Context: an optimization exercise on an open-source flow, tuned for small area and a short achievable clock period. The choices shown serve that exercise and are no tape-out recipe. Where RTL was checked, it was by simulation tests only, not by an equivalence proof against the original.

## CPU
module CPU(clock,reset,MemData,MemOut,rd,wr,PC,IR,MBR,AC,MAR,SR);
input clock;
input reset;
input signed [15:0] MemData;
output reg signed [15:0] MemOut;
output reg [10:0] PC,MAR;
output reg signed [15:0] IR,MBR;
output signed [15:0] AC;
output reg wr,rd;
output [3:0] SR;    
parameter K1 = 4;           
parameter K3 = 2;           
localparam K12 = 16 - K3;   
reg [2:0] state;
reg signed [15:0] ACr;
reg [3:0] SRr;
reg accSel;                 
wire [3:0] op = IR[15:12];
wire       m  = IR[11];
wire        sa   = ACr[15];
wire [15:0] absa = sa ? -ACr : ACr;
wire [15:0] d1 = m ? MemData : {5'b0, IR[10:0]};
function fits;   
  input [15:0] d;
  input integer w;
  reg [15:0] e;
  integer j;
  reg hi, lo;
  begin
    e = d ^ {16{d[15]}};
    hi = 1'b0;
    for (j = 0; j < 16; j = j + 1) if (j >= w) hi = hi | e[j];
    lo = 1'b1;
    for (j = 0; j < 16; j = j + 1) if (j < w) lo = lo & e[j];
    fits = ~hi & ~(d[15] & lo);
  end
endfunction
wire [15:0] B1 = d1 ^ {16{~d1[15]}};
wire [15:0] B2 = MBR ^ {16{~MBR[15]}};
wire [15:0] ra [0:16];
wire [15:0] qa;
assign ra[0] = 16'd0;
genvar n;
generate
  for (n = 0; n < K1; n = n + 1) begin : s1
    localparam W = n + 1;
    wire [W-1:0] x;
    if (n == 0) begin : x0
      assign x = absa[15];
    end else begin : xn
      assign x = {ra[n][W-2:0], absa[15-n]};
    end
  ...
Size: ~2900 cells after synthesis, ~130 flip-flops, roughly 110 I/O pins, ~19000 µm² of cells after synthesis.
Settings: LEC_CHECK=0, ABC_AREA=1, CAP_MARGIN=20, CORE_MARGIN=2, CORE_UTILIZATION=40, SLEW_MARGIN=20; clock period 32.0 ns.
standard.sh (not shown) runs the stock make flow with config.mk's settings and CLKGATE_MAP_FILE= SYNTH_SCRIPT=/design/flow/synth_recipe.tcl, a recipe that flattens the netlist after the stock synthesis.
==> flow/flow/run.sh <==
#!/bin/bash
set -euo pipefail
MARGIN=$(python3 -c "print(${FLOW_PERIOD_NS} - 13)")
bash standard.sh SETUP_SLACK_MARGIN=$MARGIN finish > standard_flow.log 2>&1
Edit:
==> flow/run.sh (new file) <==
#!/bin/bash
# synth_recipe.tcl (not shown) runs the flow's synth.tcl, then flattens the netlist and writes it again
# the make line also repeats each setting of config.mk as NAME=value (left out here)
make -C /OpenROAD-flow-scripts/flow DESIGN_CONFIG=/design/flow/config.mk WORK_HOME=/design/flow/orfs CLKGATE_MAP_FILE= SYNTH_SCRIPT=/design/flow/synth_recipe.tcl finish
removed: flow/flow/run.sh
removed: flow/standard.sh
=> The changed run produced a clean layout; synthesized area does not change; critical path depth is higher by 4; non-clock buffer count is lower by 210; maximum frequency is lower by 25%; routed wire length is lower by 12%; utilization is lower by 8.7 points; setup slack degrades by 5500 ps; clock-buffer cell count is lower by 1; cell count is lower by 5.7%; synthesized cell count stays the same.
Edit:
==> flow/flow/run.sh (new file) <==
#!/bin/bash
set -euo pipefail
MARGIN=$(python3 -c "print(${FLOW_PERIOD_NS} - 16)")
bash standard.sh SETUP_SLACK_MARGIN=$MARGIN finish > standard_flow.log 2>&1
==> flow/standard.sh (new file) <==
#!/bin/bash
# synth_recipe.tcl (not shown) runs the flow's synth.tcl, then flattens the netlist and writes it again
# the make line also repeats each setting of config.mk as NAME=value (left out here)
make -C /OpenROAD-flow-scripts/flow DESIGN_CONFIG=/design/flow/config.mk WORK_HOME=/design/flow/orfs CLKGATE_MAP_FILE= SYNTH_SCRIPT=/design/flow/synth_recipe.tcl "${@:-finish}"
removed: flow/run.sh
Outcome: The changed run ran to the end with no violations; count of clock-buffer cells in the layout does not change; setup slack improves by 5500 ps; global-route usage goes up by 0.93 points; synthesized area does not change; first-iteration DRC count shrinks by 5.2%; hold slack got worse by 7.6 ps; non-clock buffer count came out higher by 131; die area is unchanged; final cell count went up by 3.9%.
No run of this note included a check of the RTL's function; only the layout flow was run.

--- another note on this design; it stands on its own ---

Design CPU, start of the top module:
module CPU(clock,reset,MemData,MemOut,rd,wr,PC,IR,MBR,AC,MAR,SR);
Size in the first run: about 170 flip-flops, about 110 I/O pins, ~17000 sq um of cells after synthesis.
clock: 32.0 ns
lec_check: 0
abc_area: 1
cap_margin: 20
core_margin: 2
core_utilization: 40
gpl_routability_driven: 0
gpl_timing_driven: 0
slew_margin: 20
synth_hierarchical: 1
standard.sh (not shown) runs the stock make flow with config.mk's settings and CLKGATE_MAP_FILE= SYNTH_SCRIPT=/design/flow/synth_recipe.tcl, a recipe that flattens the netlist after the stock synthesis.
==> flow/flow/run.sh <==
#!/bin/bash
set -euo pipefail
MARGIN=$(python3 -c "print(round(${FLOW_PERIOD_NS} - 12.5, 3))")
bash standard.sh SETUP_SLACK_MARGIN=$MARGIN "BUFFER_PORTS_ARGS=-buffer_cell sky130_fd_sc_hd__buf_1" finish > standard_flow.log 2>&1
Then changed:
==> flow/flow/run.sh (replaced) <==
#!/bin/bash
set -euo pipefail
MARGIN=$(python3 -c "print(round(${FLOW_PERIOD_NS} - 12, 3))")
bash standard.sh SETUP_SLACK_MARGIN=$MARGIN "BUFFER_PORTS_ARGS=-buffer_cell sky130_fd_sc_hd__buf_1" finish > standard_flow.log 2>&1
GPL_TIMING_DRIVEN = unset   (was 0)
Effect: Wire length is lower by 0.99%. Clock skew is lower by 0.0056 ns. Final cell count is lower by 1.5%. Setup slack is better by 0.053 ns.
Then changed:
--- a/flow/flow/run.sh
+++ b/flow/flow/run.sh
@@ -1,3 +1,5 @@
 #!/bin/bash
+# The standard layout (standard.sh: unchanged synthesis and steps) with two
+# settings passed to ORFS:
 set -euo pipefail
 MARGIN=$(python3 -c "print(round(${FLOW_PERIOD_NS} - 12, 3))")
What happened:
- die area stays the same
- routed wire length does not change
- via count does not change
- utilization is unchanged
- final area is unchanged
- worst setup slack stays the same
- flip-flop and latch count stays the same
- non-clock buffer count is unchanged
- fmax does not change


CPU again, from the RTL that the note above started with.
// CPU
module CPU(clock,reset,MemData,MemOut,rd,wr,PC,IR,MBR,AC,MAR,SR);
Settings: LEC_CHECK=0, ABC_AREA=1, CAP_MARGIN=20, CORE_MARGIN=2, CORE_UTILIZATION=40, GPL_ROUTABILITY_DRIVEN=0, SLEW_MARGIN=20, SYNTH_HIERARCHICAL=1; clock period 32.0 ns.
==> flow/flow/run.sh <==
#!/bin/bash
set -euo pipefail
MARGIN=$(python3 -c "print(round(${FLOW_PERIOD_NS} - 12.5, 3))")
bash standard.sh SETUP_SLACK_MARGIN=$MARGIN "BUFFER_PORTS_ARGS=-buffer_cell sky130_fd_sc_hd__buf_1" finish > standard_flow.log 2>&1
The starting point finished with timing, DRC and antenna clean.
Rerun with:
--- a/flow/flow/run.sh
+++ b/flow/flow/run.sh
@@ -1,2 +1,4 @@
 #!/bin/bash
+# The standard layout (standard.sh: unchanged synthesis and steps) with two
+# settings passed to ORFS:
 set -euo pipefail
- GPL_ROUTABILITY_DRIVEN: 0 -> unset
Via count came out lower slightly.
Worst setup slack gets better by 0.015 ns.
First-iteration DRC count drops by roughly a tenth.

static timing again, ports no longer ideal:
No port has a modelled driver above. Below, the same layouts with a new extraction and two added sets of constraints. Step 1: set_driving_cell puts a clkbuf_16 on clock and a buf_2 on each other input, an assumption about the parent block. Step 2 also shifts input and output timing later by t, the mid clock arrival at the registers, as if the neighbouring blocks saw the same clock. Three values: ideal, step 1, step 2; two values: the first two.
run	t (ns)	setup WS [ns]	worst setup path after step 2
the first run of note 1	0.512	15.822 / 15.822 / 15.822	register to register
the second run of note 1	0.516	10.333 / 10.333 / 10.333	register to register
the third run of note 1	0.518	15.837 / 15.837 / 15.837	register to register
the first run of note 2	0.510	20.482 / 20.427 / 20.806	register to register
the second run of note 2	0.500	20.535 / 20.480 / 20.910	register to register
the third run of note 2	0.500	20.535 / 20.480 / 20.910	register to register
the first run of note 3	0.502	20.128 / 20.073 / 20.575	register to output
the second run of note 3	0.499	20.143 / 20.090 / 20.589	register to output
After both steps every run listed still meets setup and hold.
